From an optimization exercise on the open Yosys and OpenROAD flow, aimed at a short achievable clock period and few clock cycles; shortcuts taken in it are not production practice.
The RTL was checked by simulation tests, not by an equivalence proof against the original design.
The clock port is modelled as an ideal driver; clocking choices that lean on that would not hold on a real chip.
Power and IR drop assume default switching activity.

==> inputs of job 7170 <==
// ARMcore_top
module ARMcore_top(
    input wire CLK,
    input wire Reset,  
    output wire [31:0] PC,
    input wire [31:0] Instr,
    output wire [31:0] DataAddr,
    output wire [31:0] WriteData,
    output wire MemWrite,
    input wire [31:0] ReadData
  );
==> flow/config.mk <==
export PLATFORM = sky130hd
export DESIGN_NAME = ARMcore_top
export DESIGN_NICKNAME = ARMcore_top
export VERILOG_FILES = /design/flow/design.v
export SDC_FILE = /design/flow/constraint.sdc
export NUM_CORES = 4
export LEC_CHECK = 0
export CAP_MARGIN = 20
export CORE_MARGIN = 2
export CORE_UTILIZATION = 40
export SLEW_MARGIN = 20
==> flow/constraint.sdc <==
create_clock -name core_clock -period 28.0 [get_ports {CLK}]
set_input_delay 5.6000 -clock core_clock [delete_from_list [all_inputs] [get_ports {CLK}]]
set_output_delay 5.6000 -clock core_clock [all_outputs]
set_load 0.01 [all_outputs]
run.sh (not shown) runs the stock make flow with config.mk's settings and CLKGATE_MAP_FILE= SYNTH_SCRIPT=/design/flow/synth_recipe.tcl, a recipe that flattens the netlist after the stock synthesis.
==> inputs of job 1430, as changes to job 7170 <==
==> flow/flow/run.sh (new file) <==
#!/bin/bash
# Standard synthesis, then the standard layout steps with timing repair
# aiming for extra setup slack (the SDC is the design's, unchanged).
set -euo pipefail
EXTRA="SETUP_SLACK_MARGIN=${MARGIN:-21} MATCH_CELL_FOOTPRINT=0 TNS_END_PERCENT=100"
bash standard.sh synth > synth.log 2>&1
bash standard.sh $EXTRA finish > layout.log 2>&1
==> flow/standard.sh (new file) <==
#!/bin/bash
# synth_recipe.tcl (not shown) runs the flow's synth.tcl, then flattens the netlist and writes it again
# the make line also repeats each setting of config.mk as NAME=value (left out here)
make -C /OpenROAD-flow-scripts/flow DESIGN_CONFIG=/design/flow/config.mk WORK_HOME=/design/flow/orfs CLKGATE_MAP_FILE= SYNTH_SCRIPT=/design/flow/synth_recipe.tcl "${@:-finish}"
removed: flow/run.sh
==> reports/qor.json <==
{
  "outcome": "complete, no violations",
  "finish.net_count": 6617,
  "critPathLaunch": "IR[1]",
  "clock_tree_area_fraction_pct": 3.98,
  "cp_slowest_cell": "sky130_fd_sc_hd__fa_1",
  "power_switching_share_pct": 45.2
}
(the above is from job 1430)
==> reports/qor.json <==
{
  "clock_tree_area_fraction_pct": 4.57,
  "maximum_operating_frequency_mhz": 99.6,
  "finish.net_count": 6437,
  "crit_top_cell": "sky130_fd_sc_hd__xnor2_1",
  "outcome": "complete, no violations",
  "power_switching_share_pct": 44.4,
  "cp_slowest_cell": "sky130_fd_sc_hd__nor4_4",
  "synth-simple-area-share_pct": 12.6
}
(the above is from job 7170)
Testbench counts of job 7170, summed over its fixed seeds: cycles 10,263.
Testbench counts of job 1430, summed over its fixed seeds: cycles 10,263.

========
==> run a: inputs <==
Another version of the RTL of ARMcore_top (not shown whole).
## ARMcore_top
module ARMcore_top(
    input wire CLK,
    input wire Reset,  
    output wire [31:0] PC,
    input wire [31:0] Instr,
    output wire [31:0] DataAddr,
    output wire [31:0] WriteData,
    output wire MemWrite,
    input wire [31:0] ReadData
  );
export LEC_CHECK = 0
export ABC_CLOCK_PERIOD_IN_PS = 5000
export CAP_MARGIN = 20
export CORE_MARGIN = 2
export CORE_UTILIZATION = 40
export SLEW_MARGIN = 20
create_clock -name core_clock -period 28.0 [get_ports {CLK}]
standard.sh (not shown) runs the stock make flow with config.mk's settings and CLKGATE_MAP_FILE= SYNTH_SCRIPT=/design/flow/synth_recipe.tcl, a recipe that flattens the netlist after the stock synthesis.
==> flow/flow/run.sh <==
#!/bin/bash
# Standard synthesis, then the standard layout steps with timing repair
# aiming for extra setup slack (the SDC is the design's, unchanged), and
# after CTS the clock root split in 4 (flow/split_root.tcl).
set -euo pipefail
export FLOW_CLOCK_PORT=CLK
EXTRA="SETUP_SLACK_MARGIN=${MARGIN:-21.5} MATCH_CELL_FOOTPRINT=0 TNS_END_PERCENT=100 POST_CTS_TCL=$PWD/flow/split_root.tcl"
bash standard.sh synth > synth.log 2>&1
bash standard.sh $EXTRA finish > layout.log 2>&1
Other scripts of this flow, unchanged in this note and not shown: flow/flow/split_root.tcl
==> inputs of run b, as changes to run a <==
--- a/flow/design.v
+++ b/flow/design.v
@@ -1737,13 +1737,13 @@
   reg        eValid;        
   reg [31:0] IR;
   reg [15:0] selN, selM, selD;  
   reg [31:0] pc8E;          
   reg [31:0] pc4E;          
   reg [BI+BT+1:2] pcE;      
-  localparam BI = 6;
+  localparam BI = 5;
   localparam BT = 2;
   localparam TB = 8;
   localparam BN = 1 << BI;
   reg [BN-1:0] btbValid;
   reg [BT*BN-1:0] btbTag;
   reg [TB*BN-1:0] btbTgt;
==> notes.md <==
In critical path depth, run a and run b do not differ.
Cell area: run b is smaller than run a (16%).
Of run a and run b, run a has the higher register-to-register slack (gap 0.10 ns).
In run b the final cell count is lower than in run a, by about 15%.
Of run b and run a, run a has the higher synthesized cell count (gap about 14%, measured against run a).
Between run a and run b, the lower routed wire length is in run b (gap about 13%, measured against run b).
Against run a, the fmax of run b is larger by about 2.2%.
Between run b and run a, the lower die area is in run b (gap about 16%, measured against run a).
Clock skew: run a is higher than run b (0.033 ns).
In run b the combinational power is lower than in run a, by 7.2%.
==> figures <==
item	run a	run b
Peak supply drop	0.388 mV	0.347 mV
Shortest period the worst path allows	6.80 ns	6.65 ns
Synthesized-area fraction occupied by ao, oa, aoi and oai cells	18.2%	19.7%
Status	timing/DRC/antenna clean	timing/DRC/antenna clean
Synth top area share	36.5%	32.5%
Area inside the core boundary	259000 um^2	218000 um^2
Worst setup skew after layout	0.0943 ns	0.0612 ns
Vias per cell	6.60	6.83
Multi-input combinational cell area	54100 um^2	48100 um^2
Arrival time of the worst setup path	1.20 ns	1.05 ns
Via count of the first global-routing pass	89000	78600
Diode count	30	15
Biggest cell delay along the critical path	0.43 ns	0.36 ns
Sequential cell count of the final layout	1657	1304
Register-to-register path setup slack	21.58 ns	21.48 ns
Ratio of layout area to synthesized area	1.131x	1.132x
Pleak	44.9 nW	39.0 nW
Hold slack	0.472 ns	0.471 ns
Post-route core utilization	45.5%	45.6%
DP Wirelength	309 mm	261 mm
Number of multi-input combinational cells	7687	6617
Testbench counts of run a, summed over its fixed seeds: cycles 9,887.
Testbench counts of run b, summed over its fixed seeds: cycles 9,931.

## port drivers added, routing unchanged
In the flow no input, the clock included, has a driving cell. The finished layouts below were timed again as built, in two steps.
Step 1 assumes that a clkbuf_16 drives the clock port and a buf_2 every other input.
Step 2 adds t to the input delays and takes it off the output delays; t is the mean of the earliest and latest rising clock arrival at the registers after step 1. Input paths then give back, and output paths get back, about the clock's delay inside the block.
Slacks: ideal / step 1 / step 2; pairs: ideal / step 1.
| run | shift t [ns] | setup slack, ns | worst setup path at the end | slew at the worst register clock pin (ns) |
|---|---|---|---|---|
| job 7170 | 0.819 | 17.963 / 17.963 / 17.963 | register to register | 0.08 / 0.08 |
| job 1430 | 0.823 | 20.292 / 20.292 / 20.108 | input to register | 0.07 / 0.07 |
| run a | 0.831 | 21.205 / 20.994 / 20.776 | input to register | 0.07 / 0.07 |
| run b | 0.770 | 21.351 / 21.162 / 20.886 | input to register | 0.07 / 0.07 |
After both steps setup and hold are still met in every run listed. The setup slack of run b, which loses most, moves by -0.189 ns with the drivers and by -0.465 ns with both steps.
